Source: an optimization exercise on an open RTL-to-GDS flow (aim: small area). Production flows keep margins and buffers that such runs may drop.
Function was checked by simulation only, so behaviour that the tests miss may differ from the original.
No activity file was given, so power comes from the tool's default toggle rates.

--- run.sh ---
#!/bin/bash
# synth_recipe.tcl (not shown) runs the flow's synth.tcl, then flattens the netlist and writes it again
# the make line also repeats each setting of config.mk as NAME=value (left out here)
make -C /OpenROAD-flow-scripts/flow DESIGN_CONFIG=/design/flow/config.mk WORK_HOME=/design/flow/orfs CLKGATE_MAP_FILE= SYNTH_SCRIPT=/design/flow/synth_recipe.tcl finish
--- config.mk ---
export PLATFORM = sky130hd
export DESIGN_NAME = KF6845
export DESIGN_NICKNAME = KF6845
export VERILOG_FILES = /design/flow/design.v
export SDC_FILE = /design/flow/constraint.sdc
export NUM_CORES = 4
export LEC_CHECK = 0
export CAP_MARGIN = 20
export CORE_MARGIN = 2
export CORE_UTILIZATION = 40
export SLEW_MARGIN = 20
--- constraint.sdc ---
create_clock -name core_clock -period 5.0 [get_ports {clock}]
set_input_delay 1.0000 -clock core_clock [delete_from_list [all_inputs] [get_ports {clock}]]
set_output_delay 1.0000 -clock core_clock [all_outputs]
set_load 0.01 [all_outputs]
--- design.v ---
module KF6845_Bus_Control_Logic (
    input   logic           clock,
    input   logic           reset,
    input   logic           CS_N,
    input   logic           RS,
    input   logic           ENABLE,
    input   logic           R_OR_W,
    input   logic   [7:0]   D_IN,
    output  logic   [7:0]   internal_data_bus,
    output  logic           write_horizontal_total_register,
    output  logic           write_horizontal_displayed_register,
    output  logic           write_horizontal_sync_position_register,
    output  logic           write_horizontal_sync_width_register,
    output  logic           write_vertical_total_register,
    output  logic           write_vertical_total_adjust_register,
    output  logic           write_vertical_displayed_register,
    output  logic           write_vertical_sync_position_register,
    output  logic           write_interlace_mode_register,
    output  logic           write_maximum_scan_line_register,
    output  logic           write_cursor_start_register,
    output  logic           write_cursor_end_register,
    output  logic           write_start_address_h_register,
    output  logic           write_start_address_l_register,
    output  logic           write_cursor_h_register,
    output  logic           write_cursor_l_register,
    output  logic           write_light_pen_h_register,
    output  logic           write_light_pen_l_register,
    output  logic           read_cursor_h_register,
    output  logic           read_cursor_l_register,
    output  logic           read_light_pen_h_register,
    output  logic           read_light_pen_l_register
);
    logic           latch_chip_select_n;
    logic           latch_r_or_s;
    logic           latch_read_or_write;
    logic   [7:0]   latch_data;
    always_ff @(posedge clock, posedge reset) begin
        if (reset) begin
            latch_chip_select_n <= 1'b1;
            latch_r_or_s        <= 1'b1;
            latch_read_or_write <= 1'b1;
            latch_data          <= 8'hFF;
        end
        else begin
            latch_chip_select_n <= CS_N;
            latch_r_or_s        <= RS;
            latch_read_or_write <= R_OR_W;
            latch_data          <= D_IN;
        end
    end
    logic           prev_enable;
    logic           strobe;
    always_ff @(posedge clock, posedge reset) begin
        if (reset)
            prev_enable         <= 1'b0;
        else
            prev_enable         <= ENABLE;
    end
    assign  strobe  = prev_enable & ~ENABLE;
    wire    write   = strobe      & ~latch_chip_select_n & ~latch_read_or_write;
    wire    read    = prev_enable & ~latch_chip_select_n &  latch_read_or_write;
    logic   [4:0]   address;
    always_ff @(posedge clock, posedge reset) begin
        if (reset)
            address             <= 5'h00;
        else if (write & ~latch_r_or_s)
            address             <= latch_data;
        else
            address             <= address;
    end
    assign  internal_data_bus   =  latch_data;
    wire    write_register  = write & latch_r_or_s;
    assign  write_horizontal_total_register         = (write_register & (address == 5'h00));
    assign  write_horizontal_displayed_register     = (write_register & (address == 5'h01));
    assign  write_horizontal_sync_position_register = (write_register & (address == 5'h02));
    assign  write_horizontal_sync_width_register    = (write_register & (address == 5'h03));
    assign  write_vertical_total_register           = (write_register & (address == 5'h04));
    assign  write_vertical_total_adjust_register    = (write_register & (address == 5'h05));
    assign  write_vertical_displayed_register       = (write_register & (address == 5'h06));
    assign  write_vertical_sync_position_register   = (write_register & (address == 5'h07));
    assign  write_interlace_mode_register           = (write_register & (address == 5'h08));
    assign  write_maximum_scan_line_register        = (write_register & (address == 5'h09));
    assign  write_cursor_start_register             = (write_register & (address == 5'h0A));
    assign  write_cursor_end_register               = (write_register & (address == 5'h0B));
    assign  write_start_address_h_register          = (write_register & (address == 5'h0C));
    assign  write_start_address_l_register          = (write_register & (address == 5'h0D));
    assign  write_cursor_h_register                 = (write_register & (address == 5'h0E));
    assign  write_cursor_l_register                 = (write_register & (address == 5'h0F));
    assign  write_light_pen_h_register              = (write_register & (address == 5'h10));
    assign  write_light_pen_l_register              = (write_register & (address == 5'h11));
    wire    read_register   = read & latch_r_or_s;
    assign  read_cursor_h_register                  = (read_register  & (address == 5'h0E));
    assign  read_cursor_l_register                  = (read_register  & (address == 5'h0F));
    assign  read_light_pen_h_register               = (read_register  & (address == 5'h10));
    assign  read_light_pen_l_register               = (read_register  & (address == 5'h11));
endmodule
module KF6845_Horizontal_Control (
    input   logic           clock,
    input   logic           video_clock_enable,
    input   logic           reset,
    input   logic   [7:0]   internal_data_bus,
    input   logic           write_horizontal_total_register,
    input   logic           write_horizontal_displayed_register,
    input   logic           write_horizontal_sync_position_register,
    input   logic           write_horizontal_sync_width_register,
    output  logic           Horizontal,
    output  logic           Horizontal_Half,
    output  logic           Horizontal_End,
    output  logic           H_Display,
    output  logic           HSYNC
);
    logic   [7:0]   horizontal_total;
    always_ff @(posedge clock, posedge reset) begin
        if (reset)
            horizontal_total                    <= 8'h00;
        else if (write_horizontal_total_register)
            horizontal_total                    <= internal_data_bus;
        else
            horizontal_total                    <= horizontal_total;
    end
    logic   [7:0]   horizontal_displayed;
    always_ff @(posedge clock, posedge reset) begin
        if (reset)
            horizontal_displayed                <= 8'h00;
        else if (write_horizontal_displayed_register)
            horizontal_displayed                <= internal_data_bus;
        else
            horizontal_displayed                <= horizontal_displayed;
    end
    logic   [7:0]   horizontal_sync_position;
    always_ff @(posedge clock, posedge reset) begin
        if (reset)
            horizontal_sync_position            <= 8'h00;
        else if (write_horizontal_sync_position_register)
            horizontal_sync_position            <= internal_data_bus;
        else
            horizontal_sync_position            <= horizontal_sync_position;
    end
    logic   [3:0]   horizontal_sync_width;
    always_ff @(posedge clock, posedge reset) begin
        if (reset)
            horizontal_sync_width               <= 4'h0;
        else if (write_horizontal_sync_width_register)
            horizontal_sync_width               <= internal_data_bus;
        else
            horizontal_sync_width               <= horizontal_sync_width;
    end
    logic   [7:0]   horizontal_counter;
    logic   [7:0]   next_horizontal_counter;
    always_comb begin
        if (Horizontal)
            next_horizontal_counter             = 8'h00;
        else
            next_horizontal_counter             = horizontal_counter + 8'h01;
    end
    always_ff @(posedge clock, posedge reset) begin
        if (reset)
            horizontal_counter                  <= 8'hFF;
        else if (video_clock_enable)
            horizontal_counter                  <= next_horizontal_counter;
        else
            horizontal_counter                  <= horizontal_counter;
    end
    logic   [3:0]   horizontal_sync_width_counter;
    logic   [3:0]   next_horizontal_sync_width_counter;
    logic           wire_reset_horizontal_sync_width;
    logic           reset_horizontal_sync_width;
    always_comb begin
        if (reset_horizontal_sync_width)
            next_horizontal_sync_width_counter  = 4'h0;
        else if (HSYNC)
            next_horizontal_sync_width_counter  = horizontal_sync_width_counter + 4'h1;
        else
            next_horizontal_sync_width_counter  = horizontal_sync_width_counter;
    end
    always_ff @(posedge clock, posedge reset) begin
        if (reset)
            horizontal_sync_width_counter       <= 4'h0;
        else if (video_clock_enable)
            horizontal_sync_width_counter       <= next_horizontal_sync_width_counter;
        else
            horizontal_sync_width_counter       <= horizontal_sync_width_counter;
    end
    assign  wire_reset_horizontal_sync_width = (next_horizontal_sync_width_counter == horizontal_sync_width);
    always_ff @(posedge clock, posedge reset) begin
        if (reset)
            reset_horizontal_sync_width         <= 1'b0;
        else if (video_clock_enable)
            reset_horizontal_sync_width         <= wire_reset_horizontal_sync_width;
        else
            reset_horizontal_sync_width         <= reset_horizontal_sync_width;
    end
    wire    wire_Horizontal         = (next_horizontal_counter == horizontal_total);
    wire    wire_Horizontal_Half    = (next_horizontal_counter == {1'b0, horizontal_total[7:1]});
    wire    wire_Horizontal_End     = (next_horizontal_counter == horizontal_displayed);
    always_ff @(posedge clock, posedge reset) begin
        if (reset)
            Horizontal      <= 1'b0;
        else if (video_clock_enable)
            Horizontal      <= wire_Horizontal;
        else
            Horizontal      <= Horizontal;
    end
    always_ff @(posedge clock, posedge reset) begin
        if (reset)
            Horizontal_Half <= 1'b0;
        else if (video_clock_enable)
            Horizontal_Half <= wire_Horizontal_Half;
        else
            Horizontal_Half <= Horizontal_Half;
    end
    always_ff @(posedge clock, posedge reset) begin
        if (reset)
            Horizontal_End  <= 1'b0;
        else if (video_clock_enable)
            Horizontal_End  <= wire_Horizontal_End;
        else
            Horizontal_End  <= Horizontal_End;
    end
    always_ff @(posedge clock, posedge reset) begin
        if (reset)
            H_Display       <= 1'b0;
        else if ((video_clock_enable) && (wire_Horizontal_End))
            H_Display       <= 1'b0;
        else if ((video_clock_enable) && (wire_Horizontal))
            H_Display       <= 1'b1;
        else
            H_Display       <= H_Display;
    end
    always_ff @(posedge clock, posedge reset) begin
        if (reset)
            HSYNC           <= 1'b0;
        else if ((video_clock_enable) && (wire_reset_horizontal_sync_width))
            HSYNC           <= 1'b0;
        else if ((video_clock_enable) && (next_horizontal_counter == horizontal_sync_position))
            HSYNC           <= 1'b1;
        else
            HSYNC           <= HSYNC;
    end
endmodule
module KF6845_Vertical_Control (
    input   logic           clock,
    input   logic           video_clock_enable,
    input   logic           reset,
    input   logic   [7:0]   internal_data_bus,
    input   logic           write_vertical_total_register,
    input   logic           write_vertical_total_adjust_register,
    input   logic           write_vertical_displayed_register,
    input   logic           write_vertical_sync_position_register,
    input   logic           write_interlace_mode_register,
    input   logic           write_maximum_scan_line_register,
    input   logic           Horizontal,
    input   logic           Horizontal_Half,
    output  logic   [1:0]   interlace,
    output  logic           V_total,
    output  logic           V_Display,
    output  logic           Scanline_End,
    output  logic   [4:0]   RA,
    output  logic           VSYNC
);
    logic   [6:0]   vertical_total;
    always_ff @(posedge clock, posedge reset) begin
        if (reset)
            vertical_total              <= 7'h00;
        else if (write_vertical_total_register)
            vertical_total              <= internal_data_bus[6:0];
        else
            vertical_total              <= vertical_total;
    end
    logic   [4:0]   vertical_total_adjust;
    always_ff @(posedge clock, posedge reset) begin
        if (reset)
            vertical_total_adjust       <= 5'h00;
        else if (write_vertical_total_adjust_register)
            vertical_total_adjust       <= internal_data_bus[4:0];
        else
            vertical_total_adjust       <= vertical_total_adjust;
    end
    logic   [6:0]   vertical_displayed;
    always_ff @(posedge clock, posedge reset) begin
        if (reset)
            vertical_displayed          <= 7'h00;
        else if (write_vertical_displayed_register)
            vertical_displayed          <= internal_data_bus[6:0];
        else
            vertical_displayed          <= vertical_displayed;
    end
    logic   [6:0]   vertical_sync_position;
    always_ff @(posedge clock, posedge reset) begin
        if (reset)
            vertical_sync_position      <= 7'h3F;
        else if (write_vertical_sync_position_register)
            vertical_sync_position      <= internal_data_bus[6:0];
        else
            vertical_sync_position      <= vertical_sync_position;
    end
    logic   [1:0]   interlace_mode;
    always_ff @(posedge clock, posedge reset) begin
        if (reset)
            interlace_mode              <= 2'b00;
        else if (write_interlace_mode_register)
            interlace_mode              <= internal_data_bus[1:0];
        else
            interlace_mode              <= interlace_mode;
    end
    logic   [4:0]   maximum_scan_line;
    always_ff @(posedge clock, posedge reset) begin
        if (reset)
            maximum_scan_line           <= 5'h00;
        else if (write_maximum_scan_line_register)
            maximum_scan_line           <= internal_data_bus[4:0];
        else
            maximum_scan_line           <= maximum_scan_line;
    end
    logic   [4:0]   scan_line_counter;
    always_ff @(posedge clock, posedge reset) begin
        if (reset)
            scan_line_counter           <= 5'h00;
        else if ((video_clock_enable) && (Horizontal))
            if (V_total || Scanline_End)
                scan_line_counter       <= 5'h00;
            else
                scan_line_counter       <= scan_line_counter + 5'h01;
        else
            scan_line_counter           <= scan_line_counter;
    end
    assign  Scanline_End    = video_clock_enable & Horizontal & (scan_line_counter == maximum_scan_line);
    logic   [6:0]   next_character_row_counter;
    logic   [6:0]   character_row_counter;
    always_comb begin
        if (V_total)
            next_character_row_counter  = 8'h00;
        else if (Scanline_End)
            next_character_row_counter  = character_row_counter + 8'h01;
        else
            next_character_row_counter  = character_row_counter;
    end
    always_ff @(posedge clock, posedge reset) begin
        if (reset)
            character_row_counter       <= 8'h00;
        else
            character_row_counter       <= next_character_row_counter;
    end
    logic           odd_or_even;
    always_ff @(posedge clock, posedge reset) begin
        if (reset) begin
            interlace                   <= 2'b00;
            odd_or_even                 <= 1'b1;
        end
        else if (V_total) begin
            interlace                   <= interlace_mode[1:0];
            if (~interlace_mode[0])
                odd_or_even             <= 1'b1;
            else
                odd_or_even             <= ~odd_or_even;
        end
        else begin
            interlace                   <= interlace;
            odd_or_even                 <= odd_or_even;
        end
    end
    logic   Vadjust;
    always_ff @(posedge clock, posedge reset) begin
        if (reset)
            Vadjust                     <= 1'b0;
        else if (V_total)
            Vadjust                     <= 1'b0;
        else if (Scanline_End && (character_row_counter == vertical_total))
            Vadjust                     <= 1'b1;
        else
            Vadjust                     <= Vadjust;
    end
    always_comb begin
        if (odd_or_even)     
            if (~|vertical_total_adjust)     
                V_total = (character_row_counter == vertical_total);
            else                             
                V_total = (Vadjust & scan_line_counter == (vertical_total_adjust-5'h01));
        else                 
            V_total = (Vadjust & (scan_line_counter == vertical_total_adjust));
        V_total = video_clock_enable & Horizontal & V_total;
    end
    wire wire_Vertical_End  = (next_character_row_counter == vertical_displayed);
    always_ff @(posedge clock, posedge reset) begin
        if (reset)
            V_Display                   <= 1'b0;
        else if (wire_Vertical_End)
            V_Display                   <= 1'b0;
        else if (V_total)
            V_Display                   <= 1'b1;
        else
            V_Display                   <= V_Display;
    end
    wire    update_ra_timing = video_clock_enable & Horizontal;
    always_ff @(posedge clock, posedge reset) begin
        if (reset)
            RA                          <= 5'h00;
        else if (V_total || Scanline_End)
            if (~interlace[0] || ~interlace[1] || ~odd_or_even)  
                RA                      <= 5'h00;
            else                                                 
                RA                      <= 5'h01;
        else if (update_ra_timing)
            if (~interlace[0] || ~interlace[1])                  
                RA                      <= RA + 5'h01;
            else                                                 
                RA                      <= RA + 5'h02;
        else
            RA                          <= RA;
    end
    logic   [4:0]   Vsync_counter;
    logic   [4:0]   increment_Vsync_counter;
    logic           Vsync_odd;
    logic           Vsync_even;
    assign  increment_Vsync_counter = Vsync_counter + 5'h1;
    always_ff @(posedge clock, posedge reset) begin
        if (reset) begin
            Vsync_odd                   <= 1'b0;
            Vsync_counter               <= 5'h0;
        end
        else if (update_ra_timing)
            if ((Scanline_End) && (next_character_row_counter == vertical_sync_position)) begin
                Vsync_odd               <= 1'b1;
                Vsync_counter           <= 5'h0;
            end
            else if (increment_Vsync_counter == 5'h10) begin
                Vsync_odd               <= 1'b0;
                Vsync_counter           <= 5'h0;
            end
            else begin
                Vsync_odd               <= Vsync_odd;
                Vsync_counter           <= increment_Vsync_counter;
            end
        else begin
            Vsync_odd                   <= Vsync_odd;
            Vsync_counter               <= Vsync_counter;
        end
    end
    always_ff @(posedge clock, posedge reset) begin
        if (reset)
            Vsync_even                  <= 1'b0;
        else if (video_clock_enable & Horizontal_Half)
            Vsync_even                  <= Vsync_odd;
        else
            Vsync_even                  <= Vsync_even;
    end
    assign  VSYNC   = (odd_or_even) ? Vsync_odd : Vsync_even;
endmodule
module KF6845_Linear_Address_Generator (
    input   logic           clock,
    input   logic           video_clock_enable,
    input   logic           reset,
    input   logic   [7:0]   internal_data_bus,
    input   logic           write_start_address_h_register,
    input   logic           write_start_address_l_register,
    input   logic           Horizontal,
    input   logic           Horizontal_End,
    input   logic           V_total,
    input   logic           Scanline_End,
    output  logic   [13:0]  MA
);
    logic   [13:0]  start_address;
    always_ff @(posedge clock, posedge reset) begin
        if (reset)
            start_address   <= 14'h0;
        else if (write_start_address_h_register)
            start_address   <= {internal_data_bus[5:0], start_address[7:0]};
        else if (write_start_address_l_register)
            start_address   <= {start_address[13:8],    internal_data_bus };
        else
            start_address   <= start_address;
    end
    wire    [13:0]  increment_ma = MA + 14'h1;
    logic   [13:0]  retrace_ma;
    logic   [13:0]  next_line_ma;
    always_ff @(posedge clock, posedge reset) begin
        if (reset)
            retrace_ma      <= 14'h0;
        else if (video_clock_enable)
            if (V_total)
                retrace_ma  <= start_address;
            else if (Scanline_End)
                retrace_ma  <= next_line_ma;
            else
                retrace_ma  <= retrace_ma;
        else
            retrace_ma      <= retrace_ma;
    end
    always_ff @(posedge clock, posedge reset) begin
        if (reset)
            next_line_ma    <= 14'h0;
        else if (video_clock_enable && Horizontal_End)
            next_line_ma    <= increment_ma;
        else
            next_line_ma    <= next_line_ma;
    end
    always_ff @(posedge clock, posedge reset) begin
        if (reset)
            MA              <= 14'h0;
        else if (video_clock_enable)
            if (V_total)
                MA          <= start_address;
            else if (Scanline_End)
                MA          <= next_line_ma;
            else if (Horizontal)
                MA          <= retrace_ma;
            else
                MA          <= increment_ma;
        else
            MA              <= MA;
    end
endmodule
module KF6845_Cursor (
    input   logic           clock,
    input   logic           video_clock_enable,
    input   logic           reset,
    input   logic   [7:0]   internal_data_bus_in,
    output  logic   [7:0]   internal_data_bus_out,
    input   logic           write_cursor_start_register,
    input   logic           write_cursor_end_register,
    input   logic           write_cursor_h_register,
    input   logic           write_cursor_l_register,
    input   logic           read_cursor_h_register,
    input   logic           read_cursor_l_register,
    input   logic           V_total,
    input   logic   [4:0]   RA,
    input   logic   [13:0]  MA,
    output  logic           CURSOR
);
    logic   [1:0]   blink_config;
    logic   [4:0]   cursor_start;
    always_ff @(posedge clock, posedge reset) begin
        if (reset) begin
            blink_config            <= 2'h1;
            cursor_start            <= 5'h0;
        end
        else if (write_cursor_start_register) begin
            blink_config            <= internal_data_bus_in[6:5];
            cursor_start            <= internal_data_bus_in[4:0];
        end
        else begin
            blink_config            <= blink_config;
            cursor_start            <= cursor_start;
        end
    end
    logic   [4:0]   cursor_end;
    always_ff @(posedge clock, posedge reset) begin
        if (reset)
            cursor_end              <= 5'h0;
        else if (write_cursor_end_register)
            cursor_end              <= internal_data_bus_in[4:0];
        else
            cursor_end              <= cursor_end;
    end
    logic   [13:0]  cursor_address;
    always_ff @(posedge clock, posedge reset) begin
        if (reset)
            cursor_address          <= 14'h0;
        else if (write_cursor_h_register)
            cursor_address          <= {internal_data_bus_in[5:0], cursor_address[7:0]};
        else if (write_cursor_l_register)
            cursor_address          <= {cursor_address[13:8], internal_data_bus_in};
        else
            cursor_address          <= cursor_address;
    end
    always_comb begin
        if (read_cursor_h_register)
            internal_data_bus_out   = {2'b00, cursor_address[13:8]};
        else if (read_cursor_l_register)
            internal_data_bus_out   = cursor_address[7:0];
        else
            internal_data_bus_out   = 8'hFF;
    end
    logic   [4:0]   field_rate_counter;
    logic           cursor_on;
    always_ff @(posedge clock, posedge reset) begin
        if (reset)
            field_rate_counter      <= 5'h0;
        else if (V_total)
            field_rate_counter      <= field_rate_counter + 5'h1;
        else
            field_rate_counter      <= field_rate_counter;
    end
    always_ff @(posedge clock, posedge reset) begin
        if (reset)
            cursor_on               <= 1'b0;
        else
            casez (blink_config)
                2'b00:  cursor_on   <= 1'b1;
                2'b01:  cursor_on   <= 1'b0;
                2'b10:  if (V_total)
                            cursor_on   <= (~|field_rate_counter[3:0]) ? ~cursor_on : cursor_on;
                        else
                            cursor_on   <= cursor_on;
                2'b11:  if (V_total)
                            cursor_on   <= (~|field_rate_counter[4:0]) ? ~cursor_on : cursor_on;
                        else
                            cursor_on   <= cursor_on;
            endcase
    end
    wire    cursor_character = (cursor_address == MA);
    wire    cursor_scanline  = (cursor_start <= RA) && (RA <= cursor_end);
    assign  CURSOR  = cursor_character & cursor_scanline & cursor_on;
endmodule
module KF6845_Light_Pen (
    input   logic           clock,
    input   logic           video_clock_enable,
    input   logic           reset,
    output  logic   [7:0]   internal_data_bus_out,
    input   logic           read_light_pen_h_register,
    input   logic           read_light_pen_l_register,
    input   logic   [13:0]  MA,
    input   logic           LPSTB
);
    logic   prev_lpstb;
    always_ff @(posedge clock, posedge reset) begin
        if (reset)
            prev_lpstb              <= 1'b1;
        else if (video_clock_enable)
            prev_lpstb              <= LPSTB;
        else
            prev_lpstb              <= prev_lpstb;
    end
    wire    lpstb_edge  = ~prev_lpstb & LPSTB;
    logic   [13:0]  light_pen;
    always_ff @(posedge clock, posedge reset) begin
        if (reset)
            light_pen               <= 14'h0;
        else if (video_clock_enable & lpstb_edge)
            light_pen               <= MA;
        else
            light_pen               <= light_pen;
    end
    always_comb begin
        if (read_light_pen_h_register)
            internal_data_bus_out   = {2'b00, light_pen[13:8]};
        else if (read_light_pen_l_register)
            internal_data_bus_out   = light_pen[7:0];
        else
            internal_data_bus_out   = 8'hFF;
    end
endmodule
module KF6845 (
    input   logic           clock,
    input   logic           video_clock_enable,
    input   logic           reset,
    input   logic           CS_N,
    input   logic           RS,
    input   logic           ENABLE,
    input   logic           R_OR_W,
    input   logic   [7:0]   D_IN,
    output  logic   [7:0]   D_OUT,
    input   logic           LPSTB,
    output  logic           CURSOR,
    output  logic           HSYNC,
    output  logic           VSYNC,
    output  logic   [4:0]   RA,
    output  logic   [13:0]  MA,
    output  logic           DE
);
    logic   [7:0]   internal_data_bus;
    logic   [7:0]   internal_data_bus_out_cursor;
    logic   [7:0]   internal_data_bus_out_light_pen;
    logic           write_horizontal_total_register;
    logic           write_horizontal_displayed_register;
    logic           write_horizontal_sync_position_register;
    logic           write_horizontal_sync_width_register;
    logic           write_vertical_total_register;
    logic           write_vertical_total_adjust_register;
    logic           write_vertical_displayed_register;
    logic           write_vertical_sync_position_register;
    logic           write_interlace_mode_register;
    logic           write_maximum_scan_line_register;
    logic           write_cursor_start_register;
    logic           write_cursor_end_register;
    logic           write_start_address_h_register;
    logic           write_start_address_l_register;
    logic           write_cursor_h_register;
    logic           write_cursor_l_register;
    logic           write_light_pen_h_register;
    logic           write_light_pen_l_register;
    logic           read_cursor_h_register;
    logic           read_cursor_l_register;
    logic           read_light_pen_h_register;
    logic           read_light_pen_l_register;
    logic           Horizontal;
    logic           Horizontal_Half;
    logic           Horizontal_End;
    logic           H_Display;
    logic           V_Display;
    logic   [1:0]   interlace;
    logic           V_total;
    logic           Scanline_End;
    logic           CURSOR_Buffer;
    logic           HSYNC_Buffer;
    logic           VSYNC_Buffer;
    logic   [4:0]   RA_Buffer;
    logic   [13:0]  MA_Buffer;
    logic           DE_Buffer;
    KF6845_Bus_Control_Logic u_Bus_Control_Logic (
        .clock                                      (clock),
        .reset                                      (reset),
        .CS_N                                       (CS_N),
        .RS                                         (RS),
        .ENABLE                                     (ENABLE),
        .R_OR_W                                     (R_OR_W),
        .D_IN                                       (D_IN),
        .internal_data_bus                          (internal_data_bus),
        .write_horizontal_total_register            (write_horizontal_total_register),
        .write_horizontal_displayed_register        (write_horizontal_displayed_register),
        .write_horizontal_sync_position_register    (write_horizontal_sync_position_register),
        .write_horizontal_sync_width_register       (write_horizontal_sync_width_register),
        .write_vertical_total_register              (write_vertical_total_register),
        .write_vertical_total_adjust_register       (write_vertical_total_adjust_register),
        .write_vertical_displayed_register          (write_vertical_displayed_register),
        .write_vertical_sync_position_register      (write_vertical_sync_position_register),
        .write_interlace_mode_register              (write_interlace_mode_register),
        .write_maximum_scan_line_register           (write_maximum_scan_line_register),
        .write_cursor_start_register                (write_cursor_start_register),
        .write_cursor_end_register                  (write_cursor_end_register),
        .write_start_address_h_register             (write_start_address_h_register),
        .write_start_address_l_register             (write_start_address_l_register),
        .write_cursor_h_register                    (write_cursor_h_register),
        .write_cursor_l_register                    (write_cursor_l_register),
        .write_light_pen_h_register                 (write_light_pen_h_register),
        .write_light_pen_l_register                 (write_light_pen_l_register),
        .read_cursor_h_register                     (read_cursor_h_register),
        .read_cursor_l_register                     (read_cursor_l_register),
        .read_light_pen_h_register                  (read_light_pen_h_register),
        .read_light_pen_l_register                  (read_light_pen_l_register)
    );
    KF6845_Horizontal_Control u_Horizontal_Control (
        .clock                                      (clock),
        .video_clock_enable                         (video_clock_enable),
        .reset                                      (reset),
        .internal_data_bus                          (internal_data_bus),
        .write_horizontal_total_register            (write_horizontal_total_register),
        .write_horizontal_displayed_register        (write_horizontal_displayed_register),
        .write_horizontal_sync_position_register    (write_horizontal_sync_position_register),
        .write_horizontal_sync_width_register       (write_horizontal_sync_width_register),
        .Horizontal                                 (Horizontal),
        .Horizontal_Half                            (Horizontal_Half),
        .Horizontal_End                             (Horizontal_End),
        .H_Display                                  (H_Display),
        .HSYNC                                      (HSYNC_Buffer)
    );
    KF6845_Vertical_Control u_Vertical_Control (
        .clock                                      (clock),
        .video_clock_enable                         (video_clock_enable),
        .reset                                      (reset),
        .internal_data_bus                          (internal_data_bus),
        .write_vertical_total_register              (write_vertical_total_register),
        .write_vertical_total_adjust_register       (write_vertical_total_adjust_register),
        .write_vertical_displayed_register          (write_vertical_displayed_register),
        .write_vertical_sync_position_register      (write_vertical_sync_position_register),
        .write_interlace_mode_register              (write_interlace_mode_register),
        .write_maximum_scan_line_register           (write_maximum_scan_line_register),
        .Horizontal                                 (Horizontal),
        .Horizontal_Half                            (Horizontal_Half),
        .interlace                                  (interlace),
        .V_total                                    (V_total),
        .V_Display                                  (V_Display),
        .Scanline_End                               (Scanline_End),
        .RA                                         (RA_Buffer),
        .VSYNC                                      (VSYNC_Buffer)
    );
    assign  DE_Buffer   = H_Display & V_Display;
    KF6845_Linear_Address_Generator u_Linear_Address_Generator (
        .clock                                      (clock),
        .video_clock_enable                         (video_clock_enable),
        .reset                                      (reset),
        .internal_data_bus                          (internal_data_bus),
        .write_start_address_h_register             (write_start_address_h_register),
        .write_start_address_l_register             (write_start_address_l_register),
        .Horizontal                                 (Horizontal),
        .Horizontal_End                             (Horizontal_End),
        .V_total                                    (V_total),
        .Scanline_End                               (Scanline_End),
        .MA                                         (MA_Buffer)
    );
    KF6845_Cursor u_Cursor (
        .clock                                      (clock),
        .video_clock_enable                         (video_clock_enable),
        .reset                                      (reset),
        .internal_data_bus_in                       (internal_data_bus),
        .internal_data_bus_out                      (internal_data_bus_out_cursor),
        .write_cursor_start_register                (write_cursor_start_register),
        .write_cursor_end_register                  (write_cursor_end_register),
        .write_cursor_h_register                    (write_cursor_h_register),
        .write_cursor_l_register                    (write_cursor_l_register),
        .read_cursor_h_register                     (read_cursor_h_register),
        .read_cursor_l_register                     (read_cursor_l_register),
        .V_total                                    (V_total),
        .RA                                         (RA_Buffer),
        .MA                                         (MA_Buffer),
        .CURSOR                                     (CURSOR_Buffer)
    );
    KF6845_Light_Pen u_Light_Pen (
        .clock                                      (clock),
        .video_clock_enable                         (video_clock_enable),
        .reset                                      (reset),
        .internal_data_bus_out                      (internal_data_bus_out_light_pen),
        .read_light_pen_h_register                  (read_light_pen_h_register),
        .read_light_pen_l_register                  (read_light_pen_l_register),
        .MA                                         (MA),
        .LPSTB                                      (LPSTB)
    );
    always_comb begin
        if (read_cursor_h_register)
            D_OUT   = internal_data_bus_out_cursor;
        else if (read_cursor_l_register)
            D_OUT   = internal_data_bus_out_cursor;
        else if (read_light_pen_h_register)
            D_OUT   = internal_data_bus_out_light_pen;
        else if (read_light_pen_l_register)
            D_OUT   = internal_data_bus_out_light_pen;
        else
            D_OUT   = 8'hFF;
    end
    always_ff @(posedge clock, posedge reset) begin
        if (reset) begin
            CURSOR  <= 1'b0;
            HSYNC   <= 1'b0;
            VSYNC   <= 1'b0;
            RA      <= 5'h0;
            MA      <= 14'h0;
            DE      <= 1'b0;
        end
        else begin
            CURSOR  <= CURSOR_Buffer;
            HSYNC   <= HSYNC_Buffer;
            VSYNC   <= VSYNC_Buffer;
            RA      <= RA_Buffer;
            MA      <= MA_Buffer;
            DE      <= DE_Buffer;
        end
    end
endmodule
==> results.py, run 1 <==
metrics = {
    "job": {
        "maxCapViolations": 0,
    },
    "die": {
        "die_h_um": 177.2,
        "rows": 63,
        "io_pins": 47,
        "die_width_um": 177.2,
        "core_area_um2": 29560,
        "dieArea_um2": 31410,
        "initial_core_util": 0.4060,
    },
    "timing": {
        "rsz0062_at_grt": "no",
        "fin_ws_ns": 1.179,
        "fin_crit_sh": 0.7642,
        "holdWs_ns": 0.4153,
        "slew-limit-headroom": 0.3480,
        "drv_slew": 0,
        "hold_viol": 0,
        "period_needed_ns": 3.821,
        "setup_viol": 0,
        "finalClockSkew_ns": 0.02225,
        "worstMarginPinSlew_ns": 0.9769,
        "fmax_mhz": 261.7,
        "setup_tns_ns": 0,
    },
    "drt": {
        "drt_iter0_drc": 444,
        "vias": 8141,
        "ant_nets": 0,
        "drtPass1Iterations": 4,
        "via_per_inst": 5.314,
        "wl_per_cell_um": 18.15,
        "drc": 0,
        "finalWirelength_mm": 27.80,
    },
    "synth": {
        "ys_seq_elements": 251,
        "synthCells": 1080,
        "ys_warn_count": 7,
        "seq_area_frac_synth": 0.5263,
        "ys_async_sr_fraction": 1.000,
        "synth_cell_type_count": 64,
        "synth_ff_type": "dfrtp_1",
        "synth_edf_count": 0,
        "avgSynthCellArea_um2": 11.11,
        "synth_nets": 1117,
        "synth_area_um2": 12000,
    },
    "worst_setup_path": {
        "crit_arrival_ns": 2.82,
        "crit_path_end_kind": "output pin",
        "path_class": "register to output pin",
        "critical_path_peak_fanout": 12,
        "worstSetupStartpointType": "register",
        "cp.required_ns": 4.00,
    },
    "layout": {
        "nets": 1157,
        "final_common_cell": "dfrtp_1",
        "layout_common_cells": "223 x dfrtp_1, 132 x mux2_2, 127 x nand2_1, 59 x o21ai_0, 55 x xnor2_1",
        "final_core_util": 0.4698,
        "drive_above_1_share": 0.2067,
        "syn_to_final_growth_pct": 15.70,
        "diodes": 0,
    },
    "global_route": {
        "grt_pass1_vias": 7976,
        "grt_max_degree": 132,
        "antenna_found_initial": 0,
        "overflow": 0,
        "track_usage": 0.1800,
        "grt_pass1_wl_mm": 44.73,
    },
    "hold_path": {
        "hold_path.class": "register to register",
    },
    "clock_network": {
        "cts_buffer_depth": 3,
        "cts_tree": "built",
        "hold_buffers": 0,
        "clockRootBuffer": "clkbuf_16",
        "cts_setup_buffers": 0,
        "clock-sinks": 251,
        "clk_pin_slew_ns": 0.05,
        "ctsResizeCount": 0,
        "cts-htree-levels": 1,
        "clk_latency_ns": 0.54,
        "cts_made_buffers": 28,
    },
    "outcome": {
        "status": "complete, no violations",
    },
    "power_and_ir_drop": {
        "max-vdd-ir-drop_mv": 0.3274,
        "p_total_mw": 7.141,
        "power_density_nw_per_um2": 514.2,
        "leakagePower_nw": 6.405,
    },
    "placement": {
        "pre_cts_ws_ns": 1.061,
        "dp_hpwl_mm": 17.99,
        "gp_congestion": 0.8229,
        "port_buffers": 46,
    },
}
[worst max-delay path, stage by stage (launching register included)]
cell and delay [ns]:
dfrtp_1 0.51, nor4b_1 0.47, nand2_1 0.38, o221ai_1 0.27
o21ai_0 0.13, clkdlybuf4s50_1 0.53
[kinds of logic after synthesis]
family,share of synthesized area
buffers and inverters,0.02836
multiplexers,0.1250
adder cells (fa/ha/maj),0.02189
flip-flops,0.5263
AO/OA/AOI/OAI,0.09852
AND/OR/NAND/NOR,0.1204
XOR/XNOR,0.07954
[where the power goes]
group          switching, mW  total (mW)  internal [mW]
sequential             0.492        3.01           2.52
combinational          0.918        1.82          0.906
clock                  0.851        2.30           1.45
[cell usage after synthesis, types with 5 or more instances]
cell / instances / area [um2]
dfrtp_1: 223 / 5580
mux2_2: 132 / 1486
nand2_1: 127 / 476.7
o21ai_0: 59 / 295.3
xnor2_1: 55 / 481.7
xor2_1: 54 / 473.0
nor2_1: 50 / 187.7
a21oi_1: 45 / 225.2
inv_1: 37 / 138.9
clkbuf_1: 31 / 116.4
nand3_1: 30 / 150.1
dfstp_2: 28 / 735.7
ha_1: 21 / 262.8
nand4_1: 15 / 93.84
and3_1: 14 / 87.58
buf_2: 11 / 55.05
a31oi_1: 10 / 62.56
a21o_1: 9 / 67.56
nor3_1: 9 / 45.04
nor4_1: 9 / 56.30
a211o_1: 7 / 61.31
nand2b_1: 7 / 43.79
nor2b_1: 7 / 43.79
o21a_1: 7 / 52.55
o22ai_1: 7 / 43.79
and2_1: 6 / 37.54
o221ai_1: 6 / 52.55
o2bb2ai_1: 6 / 52.55
a211oi_1: 5 / 37.54
[routing by layer]
| metal | GRT usage | share of wire | vias to the layer above | wire length, um |
|---|---|---|---|---|
| li1 | - | - | 3866 | - |
| met1 | 0.2631 | 0.48 | 4097 | 13410 |
| met2 | 0.2881 | 0.46 | 149 | 12860 |
| met3 | 0.02534 | 0.043 | 29 | 1205 |
| met4 | 0.03099 | 0.012 | 0 | 320 |
| met5 | 0 | 0 | - | 0 |
[worst paths after layout]
path | startpoint | slack [ns] | depth (start not counted) | end
worst max-delay path | u_Bus_Control_Logic.address[1] | 1.18 | 5 | D_OUT[3]
worst min-delay path | u_Vertical_Control.RA[3] | 0.42 | 0 | RA[3]
max in group asynchronous | reset | 3.20 | 3 | u_Light_Pen.light_pen[13]
worst max register to register | u_Vertical_Control.vertical_total_adjust[1] | 2.07 | 10 | u_Linear_Address_Generator.MA[3]
min in group asynchronous | reset | 0.75 | 2 | u_Cursor.cursor_end[2]
worst min register to register | u_Vertical_Control.RA[3] | 0.42 | 0 | RA[3]
[flip-flops by register name, summed over array words and instances, names as in the netlist, 7 cells and up]
| register | cells |
|---|---|
| u_Vertical_Control.vertical_sync_position | 7 |
| u_Linear_Address_Generator.start_address | 14 |
| u_Linear_Address_Generator.MA | 14 |
| u_Horizontal_Control.horizontal_counter | 8 |
| u_Vertical_Control.vertical_total | 7 |
| u_Bus_Control_Logic.latch_data | 8 |
| u_Light_Pen.light_pen | 14 |
| MA | 14 |
| u_Vertical_Control.vertical_displayed | 7 |
| u_Horizontal_Control.horizontal_sync_position | 8 |
| u_Linear_Address_Generator.next_line_ma | 14 |
| u_Linear_Address_Generator.retrace_ma | 14 |
| u_Cursor.cursor_address | 14 |
| u_Vertical_Control.character_row_counter | 7 |
| u_Horizontal_Control.horizontal_displayed | 8 |
| u_Horizontal_Control.horizontal_total | 8 |
[metrics by stage]
stage,instance area [um2],instances
after global placement,12840,1480
after detailed placement,12840,1480
after global routing,13890,1532
after floorplan,12010,1080
final,13890,1532
after CTS,13890,1532
[final cells by class]
class,instances,area (um2)
inverters,37,142.6
repair buffers,56,548.0
well taps,390,488.0
fillers,2706,15670
multi-input cells,746,5349
flip-flops and latches,251,6316
clock buffers,36,772.0
clock inverters,16,270.3
==> run 2, diff against run 1 <==
--- a/config.mk
+++ b/config.mk
@@ -6,6 +6,8 @@
 export NUM_CORES = 4
 export LEC_CHECK = 0
+export ABC_AREA = 1
 export CAP_MARGIN = 20
 export CORE_MARGIN = 2
 export CORE_UTILIZATION = 40
+export CTS_BUF_LIST = sky130_fd_sc_hd__clkbuf_4
 export SLEW_MARGIN = 20
==> results.py, run 2 <==
metrics = {
    "outcome": {
        "status": "complete, no violations",
    },
    "timing": {
        "drv_slew": 0,
        "hold_viol": 0,
        "finalClockSkew_ns": 0.03900,
        "worstMarginPinSlew_ns": 1.048,
        "fin_crit_sh": 0.8251,
        "holdWs_ns": 0.4614,
        "setup_viol": 0,
        "fmax_mhz": 242.4,
        "setup_tns_ns": 0,
        "rsz0062_at_grt": "no",
        "slew-limit-headroom": 0.2988,
        "fin_ws_ns": 0.8745,
        "period_needed_ns": 4.125,
    },
    "hold_path": {
        "worstHoldStart": "u_Vertical_Control.interlace_mode[1]",
        "hold_path.class": "register to register",
    },
    "die": {
        "die_h_um": 176.3,
        "io_pins": 47,
        "initial_core_util": 0.4039,
        "die_width_um": 176.3,
        "dieArea_um2": 31080,
        "core_area_um2": 29400,
        "rows": 63,
    },
    "placement": {
        "dp_hpwl_mm": 19.20,
        "gp_congestion": 0.8487,
        "pre_cts_ws_ns": 0.9276,
        "port_buffers": 46,
    },
    "worst_setup_path": {
        "crit_end": "D_OUT[2]",
        "path_class": "register to output pin",
        "r2r_end": "u_Vertical_Control.Vsync_counter[3]",
        "worstSetupStartpointType": "register",
        "crit_arrival_ns": 3.13,
        "cp.required_ns": 4.00,
        "crit_path_end_kind": "output pin",
        "reg2reg_depth": 16,
        "reg2reg_from": "u_Horizontal_Control.Horizontal",
        "crit_start": "u_Bus_Control_Logic.address[3]",
        "ff2ff_setup_slack_ns": 1.53,
        "critical_path_peak_fanout": 8,
    },
    "global_route": {
        "grt_max_degree": 127,
        "grt_pass1_vias": 9183,
        "overflow": 0,
        "grt_pass1_wl_mm": 47.47,
        "track_usage": 0.1920,
        "antenna_found_initial": 1,
    },
    "synth": {
        "synth_area_um2": 11880,
        "synth_top_cell_by_area": "dfrtp_1",
        "synthCells": 1387,
        "ys_seq_elements": 251,
        "synth.area.top_cells": "dfrtp_1 47%, nand2_1 12%, o21ai_0 7.9%",
        "synth.top_cell.area_share": 0.4699,
        "avgSynthCellArea_um2": 8.562,
        "ys_warn_count": 7,
        "seq_area_frac_synth": 0.5319,
        "synth_ff_type": "dfrtp_1",
        "synth_nets": 1424,
        "ys_async_sr_fraction": 1.000,
        "synth_edf_count": 0,
        "synth_cell_type_count": 46,
        "synth.most_common_cell": "nand2_1",
        "synth_common_cells": "366 x nand2_1, 223 x dfrtp_1, 187 x o21ai_0",
    },
    "clock_network": {
        "clk_latency_ns": 0.67,
        "cts_tree": "built",
        "cts_made_buffers": 68,
        "clk_pin_slew_ns": 0.06,
        "clock-sinks": 251,
        "ctsResizeCount": 0,
        "cts-htree-levels": 3,
        "clockRootBuffer": "clkbuf_4",
        "cts_setup_buffers": 0,
        "hold_buffers": 0,
        "cts_buffer_depth": 3,
    },
    "drt": {
        "drt_iter0_drc": 764,
        "via_per_inst": 4.943,
        "ant_nets": 0,
        "vias": 9432,
        "drtPass1Iterations": 7,
        "drc": 0,
        "finalWirelength_mm": 28.80,
        "wl_per_cell_um": 15.09,
    },
    "power_and_ir_drop": {
        "leakagePower_nw": 6.442,
        "power_density_nw_per_um2": 466.0,
        "p_total_mw": 6.347,
        "max-vdd-ir-drop_mv": 0.1567,
    },
    "job": {
        "maxCapViolations": 0,
    },
    "layout": {
        "nets": 1502,
        "syn_to_final_growth_pct": 14.70,
        "final_common_cell": "nand2_1",
        "layout_common_cells": "366 x nand2_1, 223 x dfrtp_1, 187 x o21ai_0, 146 x inv_1, 110 x clkbuf_4",
        "nFillCells": 2853,
        "drive_above_1_share": 0.1233,
    },
}
[run 2: logic make-up (layout without fill, tap and decap cells)]
| group | Yosys count | after routing | share of synthesized area |
|---|---|---|---|
| AND/OR/NAND/NOR | 563 | 563 | 0.1953 |
| adder cells (fa/ha/maj) | 21 | 21 | 0.02213 |
| multiplexers | 10 | 10 | 0.009483 |
| other | 0 | 1 | 0 |
| XOR/XNOR | 70 | 70 | 0.05289 |
| AO/OA/AOI/OAI | 270 | 270 | 0.1220 |
| buffers and inverters | 202 | 332 | 0.06627 |
| flip-flops | 251 | 251 | 0.5319 |
[run 2: through the flow]
step / utilization / std cells / instance area [um2]
after floorplan: - / 1387 / 11880
after global placement: 0.4323 / 1785 / 12710
after detailed placement: 0.4323 / 1785 / 12710
after CTS: 0.4632 / 1907 / 13620
after global routing: 0.4633 / 1908 / 13620
final: 0.4633 / 1908 / 13620
[run 2: metal layers]
metal  wire length (um)  part of all wire  vias to the layer above  track usage
met4                802             0.028                        0      0.07128
met1              14050              0.49                     4462       0.2710
met3               1317             0.046                       68      0.03424
li1                   -                 -                     4685            -
met5                  0                 0                        -            0
met2              12630              0.44                      217       0.2964
[run 2: how the worst min path moves through the flow]
stage | end | cells past startpoint
2_1_floorplan | MA[10] | 0
3_3_place_gp | MA[3] | 0
3_5_place_dp | MA[3] | 0
4_1_cts | u_Vertical_Control.interlace[1] | 2
5_1_grt | MA[3] | 0
6_report | u_Vertical_Control.interlace[1] | 2
[run 2: final cells by class]
class                   instances  area (um2)  area share
multi-input cells             934        4778      0.3508
flip-flops and latches        251        6316      0.4637
clock inverters                12       82.58    0.006063
repair buffers                 52       530.5     0.03895
well taps                     390       488.0     0.03583
clock buffers                 110       825.8     0.06063
diodes                          1       2.502   0.0001837
inverters                     158       596.8     0.04382
[run 2: report_power, final]
| group | switching (mW) | internal [mW] |
|---|---|---|
| Clock | 0.863 | 1.05 |
| Sequential | 0.392 | 2.47 |
| Combinational | 0.899 | 0.677 |
[run 2: critical path: stages, from the launching register on]
cell,delay (ns)
dfrtp_1,0.44
inv_1,0.06
nor3_1,0.31
inv_1,0.13
nor2_1,0.10
inv_1,0.05
nor2_1,0.46
inv_1,0.18
o21ai_0,0.11
o21ai_0,0.13
clkdlybuf4s50_1,0.50
==> run 3, diff against run 2 <==
--- a/config.mk
+++ b/config.mk
@@ -9,5 +9,6 @@
 export CAP_MARGIN = 20
 export CORE_MARGIN = 2
-export CORE_UTILIZATION = 40
-export CTS_BUF_LIST = sky130_fd_sc_hd__clkbuf_4
+export CORE_UTILIZATION = 60
+export CTS_BUF_LIST = sky130_fd_sc_hd__clkbuf_2
+export PLACE_DENSITY = 0.7
 export SLEW_MARGIN = 20
==> results.py, run 3 <==
metrics = {
    "placement": {
        "port_buffers": 46,
        "place_area_um2": 12540,
        "pre_cts_ws_ns": 0.9436,
        "gp_congestion": 0.8667,
        "dp.cells": 1659,
        "dp_hpwl_mm": 18.33,
    },
    "die": {
        "rows": 51,
        "die_h_um": 144.7,
        "core_area_um2": 19460,
        "io_pins": 47,
        "die_width_um": 144.7,
        "dieArea_um2": 20930,
        "initial_core_util": 0.6102,
    },
    "synth": {
        "synth.top_cell.area_share": 0.4699,
        "ys_warn_count": 7,
        "synth_cell_type_count": 46,
        "synth_top_cell_by_area": "dfrtp_1",
        "ys_seq_elements": 251,
        "synth.most_common_cell": "nand2_1",
        "synthCells": 1387,
        "ys_async_sr_fraction": 1.000,
        "synth_ff_type": "dfrtp_1",
        "seq_area_frac_synth": 0.5319,
        "synth_common_cells": "366 x nand2_1, 223 x dfrtp_1, 187 x o21ai_0",
        "synth.area.top_cells": "dfrtp_1 47%, nand2_1 12%, o21ai_0 7.9%",
        "synth_edf_count": 0,
        "avgSynthCellArea_um2": 8.562,
        "synth_area_um2": 11880,
        "synth_nets": 1424,
    },
    "drt": {
        "ant_nets": 0,
        "vias": 9447,
        "wl_per_cell_um": 15.44,
        "routed.top_layer": "met4",
        "via_per_inst": 5.322,
        "drtPass1Iterations": 7,
        "wl_met3_mm": 1.534,
        "wl_met1_mm": 12.70,
        "drc": 0,
        "finalWirelength_mm": 27.40,
        "drt_iter0_drc": 656,
        "wl_met2_mm": 12.66,
    },
    "layout": {
        "final_common_cell": "nand2_1",
        "layout_common_cells": "366 x nand2_1, 223 x dfrtp_1, 187 x o21ai_0, 146 x inv_1, 105 x clkbuf_2",
        "fin_cells": 1775,
        "nFillCells": 1667,
        "fin_area_um2": 13110,
        "regArea_um2": 6316,
        "multi_input_area_um2": 4772,
        "syn_to_final_growth_pct": 10.38,
        "drive_above_1_share": 0.1166,
        "nets": 1499,
    },
    "global_route": {
        "overflow": 0,
        "grt_pass1_vias": 8967,
        "track_usage": 0.2765,
        "grt_max_degree": 165,
        "grt_pass1_wl_mm": 44.70,
        "antenna_found_initial": 1,
    },
    "power_and_ir_drop": {
        "power_density_nw_per_um2": 441.5,
        "max-vdd-ir-drop_mv": 0.2213,
        "leakagePower_nw": 6.355,
    },
    "clock_network": {
        "clock-sinks": 251,
        "hold_buffers": 0,
        "cts_setup_buffers": 0,
        "cts_made_buffers": 66,
        "ctsResizeCount": 0,
        "clk_latency_ns": 0.81,
        "cts_buffer_depth": 3,
        "clockRootBuffer": "clkbuf_2",
        "cts-htree-levels": 3,
        "clk_pin_slew_ns": 0.09,
        "cts_tree": "built",
    },
    "worst_setup_path": {
        "cp_cell_sequence": "inv_1 > nor3_1 > inv_1 > nor2_1 > inv_1 > nor2_1 > inv_1 > o21ai_0 > o21ai_0 > clkdlybuf4s50_1",
        "crit_arrival_ns": 3.16,
        "worstSetupStartpointType": "register",
        "slowest_delay_ns": 0.51,
        "critical_path_peak_fanout": 8,
        "path_buf_inv": 5,
        "cp.required_ns": 4.00,
        "crit_slowest_cell": "clkdlybuf4s50_1",
        "crit_path_end_kind": "output pin",
        "path_class": "register to output pin",
        "crit_family": "buffers and inverters",
        "crit_top_cell": "inv_1",
    },
    "job": {
        "maxCapViolations": 0,
    },
    "timing": {
        "holdWs_ns": 0.4399,
        "rsz0062_at_grt": "no",
        "fmax_mhz": 240.2,
        "fin_ws_ns": 0.8373,
        "hold_viol": 0,
        "fin_crit_sh": 0.8325,
        "setup_viol": 0,
        "worstMarginPinSlew_ns": 0.9598,
        "period_needed_ns": 4.163,
        "slew-limit-headroom": 0.3578,
        "setup_tns_ns": 0,
        "drv_slew": 0,
        "finalClockSkew_ns": 0.05717,
    },
    "outcome": {
        "status": "complete, no violations",
    },
    "hold_path": {
        "hold_path.class": "register to register",
    },
}
==> run 3: metrics by stage <==
| stage | total power, mW | utilization |
|---|---|---|
| floorplan | 3.929 | - |
| global placement | 4.420 | 0.6443 |
| detailed placement | 4.463 | 0.6443 |
| CTS | 5.840 | 0.6734 |
| global route | 6.225 | 0.6735 |
| finish | 5.787 | 0.6735 |
==> run 3: cell families after synthesis <==
logic type	count (synthesis)	synth area share
AO/OA/AOI/OAI	270	0.1220
flip-flops	251	0.5319
buffers and inverters	202	0.06627
AND/OR/NAND/NOR	563	0.1953
adder cells (fa/ha/maj)	21	0.02213
multiplexers	10	0.009483
XOR/XNOR	70	0.05289
==> run 3: path summary, 6_finish.rpt <==
check	slack (ns)	depth (start not counted)	endpoint	from
setup / recovery	0.84	10	D_OUT[3]	u_Bus_Control_Logic.address[3]
hold / removal	0.44	0	MA[3]	u_Linear_Address_Generator.MA[3]
setup reg to reg	1.46	16	u_Vertical_Control.Vsync_counter[1]	u_Horizontal_Control.Horizontal
hold reg to reg	0.44	0	MA[3]	u_Linear_Address_Generator.MA[3]
max in group asynchronous	3.43	3	MA[5]	reset
min in group asynchronous	0.71	3	u_Vertical_Control.RA[1]	reset
==> run 3: worst register-to-register path: cells and delay by family (launching register included) <==
kind / cells / cell delay (ns)
AOI/OAI and AO/OA: 2 / 0.36
buffers and inverters: 3 / 0.83
DFF: 1 / 0.90
and+or+nand+nor: 11 / 1.36
==> run 3: final cells by class <==
| class | count | share of cell area |
|---|---|---|
| timing repair buffer | 51 | 0.03990 |
| tap | 265 | 0.02530 |
| multi-input combinational | 934 | 0.3641 |
| sequential | 251 | 0.4819 |
| inverter | 158 | 0.04553 |
| clock buffer | 105 | 0.04009 |
| clock inverter | 10 | 0.003055 |
| antenna | 1 | 0.0001909 |
==> run 3: per-layer routing <==
layer / track usage / vias to the layer above
met4: 0.09044 / 0
met1: 0.3874 / 4464
met5: 0 / -
met3: 0.05857 / 50
met2: 0.4350 / 254
li1: - / 4679
==> run 3: where the power goes <==
part / total [mW] / internal (mW) / switching (mW)
combinational: 1.57 / 0.678 / 0.889
clock: 1.36 / 0.546 / 0.811
sequential: 2.86 / 2.47 / 0.398
total: 5.79 / 3.69 / 2.10

## static timing again, ports no longer ideal
No port has a modelled driver above. Below, the same layouts with a new extraction and two added sets of constraints. Step 1: set_driving_cell puts a clkbuf_16 on clock and a buf_2 on each other input, an assumption about the parent block. Step 2 adds t to the input delays and takes it off the output delays; t is the mean of the earliest and latest rising clock arrival at the registers after step 1. Input paths then give back, and output paths get back, about the clock's delay inside the block. a / b / c = ideal ports / drivers / drivers and shift; a / b = the first two.
run	shift t [ns]	setup WS [ns]	worst setup path after step 2	pins driven straight from the clock port
run 1	0.573	1.179 / 1.134 / 1.028	input to register	1
run 2	0.695	0.875 / 0.829 / 0.884	input to register	1
run 3	0.831	0.837 / 0.792 / 0.894	input to register	1
After both steps every run listed still meets setup and hold. For run 1, which loses most, drivers alone change the setup slack by -0.045 ns; drivers and shift together by -0.151 ns.
